This is an optimization exercise on Yosys and OpenROAD, whose aim is small area, a short achievable clock period and few clock cycles per item, not a production implementation.

// mult_controller
module mult_controller #(
    parameter integer WIDTH = 32
)
(
    input logic clk,
    input logic rst_n,
    input logic start,
    input logic signed [WIDTH - 1: 0] multiplicand,
    input logic signed [WIDTH - 1: 0] multiplier,
    output logic signed [2 * WIDTH - 1: 0] product,
    output logic done
);
Size: roughly 1500 cells after synthesis, ~150 flip-flops, ~13000 µm² of cells after synthesis.
clock: 4.5 ns
lec_check: 0
abc_area: 1
cap_margin: 20
core_margin: 2
core_utilization: 40
cts_buf_list: sky130_fd_sc_hd__clkbuf_8
setup_slack_margin: 1.3
slew_margin: 20
buffer_ports_args: -buffer_cell sky130_fd_sc_hd__buf_1
standard.sh (not shown) runs the stock make flow with config.mk's settings and CLKGATE_MAP_FILE= SYNTH_SCRIPT=/design/flow/synth_recipe.tcl, a recipe that flattens the netlist after the stock synthesis.
==> flow/flow/run.sh <==
#!/bin/bash
# The standard layout, except that the port buffers are plain buffers
# (sky130_fd_sc_hd__buf_1, which timing repair may resize) instead of the
# delay cells buffer_ports picks by default.
set -euo pipefail
echo 'export BUFFER_PORTS_ARGS = -buffer_cell sky130_fd_sc_hd__buf_1' >> config.mk
bash standard.sh > standard.log 2>&1
The first run finished clean.
Next try:
--- a/flow/design.v
+++ b/flow/design.v
@@ -4,71 +4,70 @@
 (
     input logic clk,
     input logic rst_n,
     input logic start,
     input logic signed [WIDTH - 1: 0] multiplicand,
     input logic signed [WIDTH - 1: 0] multiplier,
     output logic signed [2 * WIDTH - 1: 0] product,
     output logic done
 );
     logic busy;                   
-    logic sel;                    
     logic [1:0] cnt;             
     logic [31:0] pl;              
     logic bprev;                  
     logic [31:0] ph;              
     logic [39:0] q0, q1;          
     wire [31:0] mx = multiplier;
     wire [8:0] wp = {mx[7:0], 1'b0};
     wire [8:0] wr = {pl[7:0], bprev};
     wire [32:0] am = {multiplicand[31], multiplicand};   
     wire [32:0] a2 = {multiplicand, 1'b0};               
     wire [3:0] ng;
     wire [2:0] wp0 = wp[2:0];
     wire onep0 = wp0[0] ^ wp0[1];
     wire twop0 = (wp0[2] & ~wp0[1] & ~wp0[0]) | (~wp0[2] & wp0[1] & wp0[0]);
     wire [2:0] wr0 = wr[2:0];
     wire oner0 = wr0[0] ^ wr0[1];
     wire twor0 = (wr0[2] & ~wr0[1] & ~wr0[0]) | (~wr0[2] & wr0[1] & wr0[0]);
-    wire one0 = sel ? oner0 : onep0;
-    wire two0 = sel ? twor0 : twop0;
-    assign ng[0] = sel ? wr0[2] : wp0[2];
+    wire one0 = start ? onep0 : oner0;
+    wire two0 = start ? twop0 : twor0;
+    assign ng[0] = start ? wp0[2] : wr0[2];
     wire [32:0] x0 = ((am & {33{one0}}) | (a2 & {33{two0}})) ^ {33{ng[0]}};
     wire [2:0] wp1 = wp[4:2];
     wire onep1 = wp1[0] ^ wp1[1];
     wire twop1 = (wp1[2] & ~wp1[1] & ~wp1[0]) | (~wp1[2] & wp1[1] & wp1[0]);
     wire [2:0] wr1 = wr[4:2];
     wire oner1 = wr1[0] ^ wr1[1];
     wire twor1 = (wr1[2] & ~wr1[1] & ~wr1[0]) | (~wr1[2] & wr1[1] & wr1[0]);
-    wire one1 = sel ? oner1 : onep1;
-    wire two1 = sel ? twor1 : twop1;
-    assign ng[1] = sel ? wr1[2] : wp1[2];
+    wire one1 = start ? onep1 : oner1;
+    wire two1 = start ? twop1 : twor1;
+    assign ng[1] = start ? wp1[2] : wr1[2];
     wire [32:0] x1 = ((am & {33{one1}}) | (a2 & {33{two1}})) ^ {33{ng[1]}};
     wire [2:0] wp2 = wp[6:4];
     wire onep2 = wp2[0] ^ wp2[1];
     wire twop2 = (wp2[2] & ~wp2[1] & ~wp2[0]) | (~wp2[2] & wp2[1] & wp2[0]);
     wire [2:0] wr2 = wr[6:4];
     wire oner2 = wr2[0] ^ wr2[1];
     wire twor2 = (wr2[2] & ~wr2[1] & ~wr2[0]) | (~wr2[2] & wr2[1] & wr2[0]);
-    wire one2 = sel ? oner2 : onep2;
-    wire two2 = sel ? twor2 : twop2;
-    assign ng[2] = sel ? wr2[2] : wp2[2];
+    wire one2 = start ? onep2 : oner2;
+    wire two2 = start ? twop2 : twor2;
+    assign ng[2] = start ? wp2[2] : wr2[2];
     wire [32:0] x2 = ((am & {33{one2}}) | (a2 & {33{two2}})) ^ {33{ng[2]}};
     wire [2:0] wp3 = wp[8:6];
     wire onep3 = wp3[0] ^ wp3[1];
     wire twop3 = (wp3[2] & ~wp3[1] & ~wp3[0]) | (~wp3[2] & wp3[1] & wp3[0]);
     wire [2:0] wr3 = wr[8:6];
     wire oner3 = wr3[0] ^ wr3[1];
     wire twor3 = (wr3[2] & ~wr3[1] & ~wr3[0]) | (~wr3[2] & wr3[1] & wr3[0]);
-    wire one3 = sel ? oner3 : onep3;
-    wire two3 = sel ? twor3 : twop3;
-    assign ng[3] = sel ? wr3[2] : wp3[2];
+    wire one3 = start ? onep3 : oner3;
+    wire two3 = start ? twop3 : twor3;
+    assign ng[3] = start ? wp3[2] : wr3[2];
     wire [32:0] x3 = ((am & {33{one3}}) | (a2 & {33{two3}})) ^ {33{ng[3]}};
     wire s1 = ng[1] ^ x0[2];
     wire c2 = ng[1] & x0[2];
     wire s3 = x0[3] ^ x1[1];
     wire c4 = x0[3] & x1[1];
     wire s5 = ng[2] ^ x0[4] ^ x1[2];
     wire c6 = (ng[2] & x0[4]) | (ng[2] & x1[2]) | (x0[4] & x1[2]);
     wire s7 = x2[0] ^ c4;
     wire c8 = x2[0] & c4;
     wire s9 = x0[5] ^ x1[3] ^ x2[1];
@@ -261,33 +260,30 @@
         q0 <= {1'b1, ~x3[32], c192, c190, c186, c180, c174, c168, c162, c156, c150, c144, c138, c132, c126, c120, c114, c108, c102, c96, c90, c84, c78, c72, c66, c60, c54, c48, c42, c36, c30, c24, s21, s15, s9, s5, c2, x1[0], x0[1], x0[0]};
         q1 <= {1'b0, c194, s193, s191, s189, s185, s179, s173, s167, s161, s155, s149, s143, s137, s131, s125, s119, s113, s107, s101, s95, s89, s83, s77, s71, s65, s59, s53, s47, s41, s35, s29, s23, s17, s11, s7, s3, s1, 1'b0, ng[0]};
     end
     wire [39:0] acc = {{8{ph[31]}}, ph};
     wire [39:0] t0 = acc ^ q0 ^ q1;
     wire [39:0] t1 = {(acc[38:0] & q0[38:0]) | (acc[38:0] & q1[38:0]) | (q0[38:0] & q1[38:0]), 1'b0};
     wire [39:0] sum = t0 + t1;
     always_ff @(posedge clk or negedge rst_n) begin
         if (!rst_n) begin
             busy <= 1'b0;
-            sel  <= 1'b0;
             cnt  <= '0;
             done <= 1'b0;
         end else if (busy) begin
-            sel  <= cnt < 2'd2;
             cnt  <= cnt + 1'b1;
             if (cnt == 2'd3) begin
                 busy <= 1'b0;
                 done <= 1'b1;
             end
         end else if (start) begin
             busy <= 1'b1;
-            sel  <= 1'b1;
             cnt  <= '0;
             done <= 1'b0;
         end
     end
     always_ff @(posedge clk) begin
         if (busy) begin
             pl    <= {sum[7:0], pl[31:8]};
             ph    <= sum[39:8];
             bprev <= pl[7];
         end else if (start) begin
After rerunning: The changed run passed the timing, DRC and antenna checks; non-clock buffer count is lower by 4; clock-buffer cell count stays the same; utilization is higher by 1.8 points; final cell count barely changes; sequential share of layout area is lower by 0.56 points; via count is higher by 0.63%; maximum frequency is about the same; register-to-register slack gets better by 80 ps; wire length is higher by 2.9%.
Function was not checked in any run of this note: the RTL went through the layout flow alone.

separate check: timing with driven ports:
No port has a modelled driver above. Below, the same layouts with a new extraction and two added sets of constraints. Step 1, drivers: a clkbuf_16 drives clk and a buf_2 each remaining input, both assumed. Step 2 adds t to the input delays and takes it off the output delays; t is the mean of the earliest and latest rising clock arrival at the registers after step 1. Input paths then give back, and output paths get back, about the clock's delay inside the block. Slacks: ideal ports / drivers / drivers and shift; pairs: ideal ports / drivers.
run	t, ns	slack for setup (ns)	worst hold slack (ns)	worst data-port slew with drivers (ns)
the first run	0.509	1.357 / 1.357 / 0.854	0.262 / 0.255 / 0.495	0.05
the second run	0.519	1.359 / 1.366 / 0.847	0.243 / 0.266 / 0.523	0.07
After both steps every run listed still meets setup and hold. The setup slack of the second run, which loses most, moves by +0.007 ns with the drivers and by -0.512 ns with both steps.
